This is an optimization exercise on Yosys and OpenROAD, whose aim is small area, not a production implementation. Function was checked by simulation only, so behaviour that the tests miss may differ from the original. No activity file was given, so power comes from the tool's default toggle rates.

// cpu_top
module cpu_top(
  input         clk_i,
  input         rst_n_i,
  input         wr_en_i,
  input  [31:0] instr_i,
  input  [31:0] mem_rdata_i,
  output [31:0] pc_o,
  output [31:0] mem_addr_o,
  output        mem_rd_o,
  output [31:0] alu_result_o,
  output        z_flag_o
);
For scale: roughly 2,900 cells after synthesis, roughly 170 I/O pins, about 46,000 sq um of cells after synthesis.
export LEC_CHECK = 0
export CAP_MARGIN = 20
export CORE_MARGIN = 2
export CORE_UTILIZATION = 40
export PLACE_DENSITY = 0.55
export SETUP_SLACK_MARGIN = 0.2
export SLEW_MARGIN = 20
export SYNTH_HIERARCHICAL = 1
create_clock -name core_clock -period 14.0 [get_ports {clk_i}]
standard.sh (not shown) runs the stock make flow with config.mk's settings and CLKGATE_MAP_FILE= SYNTH_SCRIPT=/design/flow/synth_recipe.tcl, a recipe that flattens the netlist after the stock synthesis.
==> flow/flow/run.sh <==
#!/bin/bash
# Own layout flow: the standard ORFS flow (standard.sh, with the standard
# synthesis), changed only through ORFS's own variables:
#  - port buffers use the smallest buffer cell instead of the default,
#  - clock tree synthesis inserts no dummy loads and uses clkbuf_4 with
#    smaller sink clusters,

# Each tool's full output is in ORFS's logs under orfs/logs/; make's own
# output is in flow_make.log in this folder.
set -euo pipefail
cd "$(dirname "$0")/.."

export BUFFER_PORTS_ARGS="-buffer_cell sky130_fd_sc_hd__buf_1"
export CTS_ARGS="-sink_clustering_enable -repair_clock_nets -dont_use_dummy_load -buf_list sky130_fd_sc_hd__clkbuf_4 -sink_clustering_size 10 -sink_clustering_max_diameter 45"

bash standard.sh > flow_make.log 2>&1
Edit:
==> flow/run.sh (new file) <==
#!/bin/bash
# synth_recipe.tcl (not shown) runs the flow's synth.tcl, then flattens the netlist and writes it again
# the make line also repeats each setting of config.mk as NAME=value (left out here)
make -C /OpenROAD-flow-scripts/flow DESIGN_CONFIG=/design/flow/config.mk WORK_HOME=/design/flow/orfs CLKGATE_MAP_FILE= SYNTH_SCRIPT=/design/flow/synth_recipe.tcl finish
- CORE_UTILIZATION: 40 -> 45
- CTS_BUF_LIST: unset -> sky130_fd_sc_hd__clkbuf_4
- CTS_CLUSTER_DIAMETER: unset -> 45
- CTS_CLUSTER_SIZE: unset -> 9
- PLACE_DENSITY: 0.55 -> 0.6
- SETUP_SLACK_MARGIN: 0.2 -> 0.3
removed: flow/flow/run.sh
removed: flow/standard.sh
Effect: Via count grows by 0.87%. Cell area goes up by 3.9%. Wire length went down by 4.8%. Utilization grows by 7.4 points. First-iteration DRC count drops by 1.5%. Clock-buffer cell count increases by 40. Sequential share of layout area came out lower by 2.3 points. Maximum frequency came out higher by 0.67%. Total power is higher by 6.3%.
Edit:
==> flow/flow/run.sh (new file) <==
#!/bin/bash
# Own layout flow: the standard ORFS flow (standard.sh, with the standard
# synthesis), changed only through ORFS's own variables:
#  - port buffers use the smallest buffer cell instead of the default,
#  - clock tree synthesis inserts no dummy loads and uses clkbuf_4 with
#    smaller sink clusters,

# Each tool's full output is in ORFS's logs under orfs/logs/; make's own
# output is in flow_make.log in this folder.
set -euo pipefail
cd "$(dirname "$0")/.."

export BUFFER_PORTS_ARGS="-buffer_cell sky130_fd_sc_hd__buf_1"
export CTS_ARGS="-sink_clustering_enable -repair_clock_nets -dont_use_dummy_load -buf_list sky130_fd_sc_hd__clkbuf_4 -sink_clustering_size 9 -sink_clustering_max_diameter 45"

bash standard.sh > flow_make.log 2>&1
==> flow/standard.sh (new file) <==
#!/bin/bash
# synth_recipe.tcl (not shown) runs the flow's synth.tcl, then flattens the netlist and writes it again
# the make line also repeats each setting of config.mk as NAME=value (left out here)
make -C /OpenROAD-flow-scripts/flow DESIGN_CONFIG=/design/flow/config.mk WORK_HOME=/design/flow/orfs CLKGATE_MAP_FILE= SYNTH_SCRIPT=/design/flow/synth_recipe.tcl "${@:-finish}"
- CORE_UTILIZATION: 45 -> 40
- CTS_BUF_LIST: sky130_fd_sc_hd__clkbuf_4 -> unset
- CTS_CLUSTER_DIAMETER: 45 -> unset
- CTS_CLUSTER_SIZE: 9 -> unset
- PLACE_DENSITY: 0.6 -> 0.55
- SETUP_SLACK_MARGIN: 0.3 -> 0.1
removed: flow/run.sh
What happened: First-iteration DRC count goes down slightly; worst setup slack gets worse by 0.15 ns; core utilization shrinks by 7.4 points; design area fell by a few percent; clock skew went up by 0.028 ns; global-route usage falls by 2.5 points; routed wire length goes up by a few percent.
Edit:
- CORE_UTILIZATION: 40 -> 45
- PLACE_DENSITY: 0.55 -> 0.6
- SETUP_SLACK_MARGIN: 0.1 -> 0.2
Area after synthesis is unchanged.
Wire length came out lower by 4.9%.
Final area hardly moves.
Worst setup slack loses 0.025 ns.
Sequential cell count stays the same.
Hold slack hardly moves.
Edit:
- CORE_UTILIZATION: 45 -> 40
- PLACE_DENSITY: 0.6 -> 0.55
Power climbs by 0.53%.
Sequential power stays flat.
Fmax is about the same.
Via count climbs by 0.95%.
Area after synthesis is unchanged.

[what the ideal ports hide]
No port has a modelled driver above. Below, the same layouts with a new extraction and two added sets of constraints. Step 1, drivers: a clkbuf_16 drives clk_i and a buf_2 each remaining input, both assumed. Step 2 also shifts input and output timing later by t, the mid clock arrival at the registers, as if the neighbouring blocks saw the same clock. Three values: ideal ports, drivers, drivers and shift; two values: the first two.
run	shift t [ns]	setup WS [ns]	slew at the worst register clock pin (ns)	cell pins on the clock port's net
the first run	1.094	0.535 / 0.506 / 0.506	0.12 / 0.12	1
the second run	1.153	0.625 / 0.592 / 0.592	0.11 / 0.11	1
the third run	1.127	0.479 / 0.450 / 0.450	0.11 / 0.11	1
the fourth run	1.141	0.454 / 0.424 / 0.424	0.11 / 0.11	1
the fifth run	1.127	0.479 / 0.450 / 0.450	0.11 / 0.11	1
After both steps setup and hold are still met in every run listed. For the second run, which loses most, drivers alone change the setup slack by -0.033 ns; drivers and shift together by -0.033 ns.
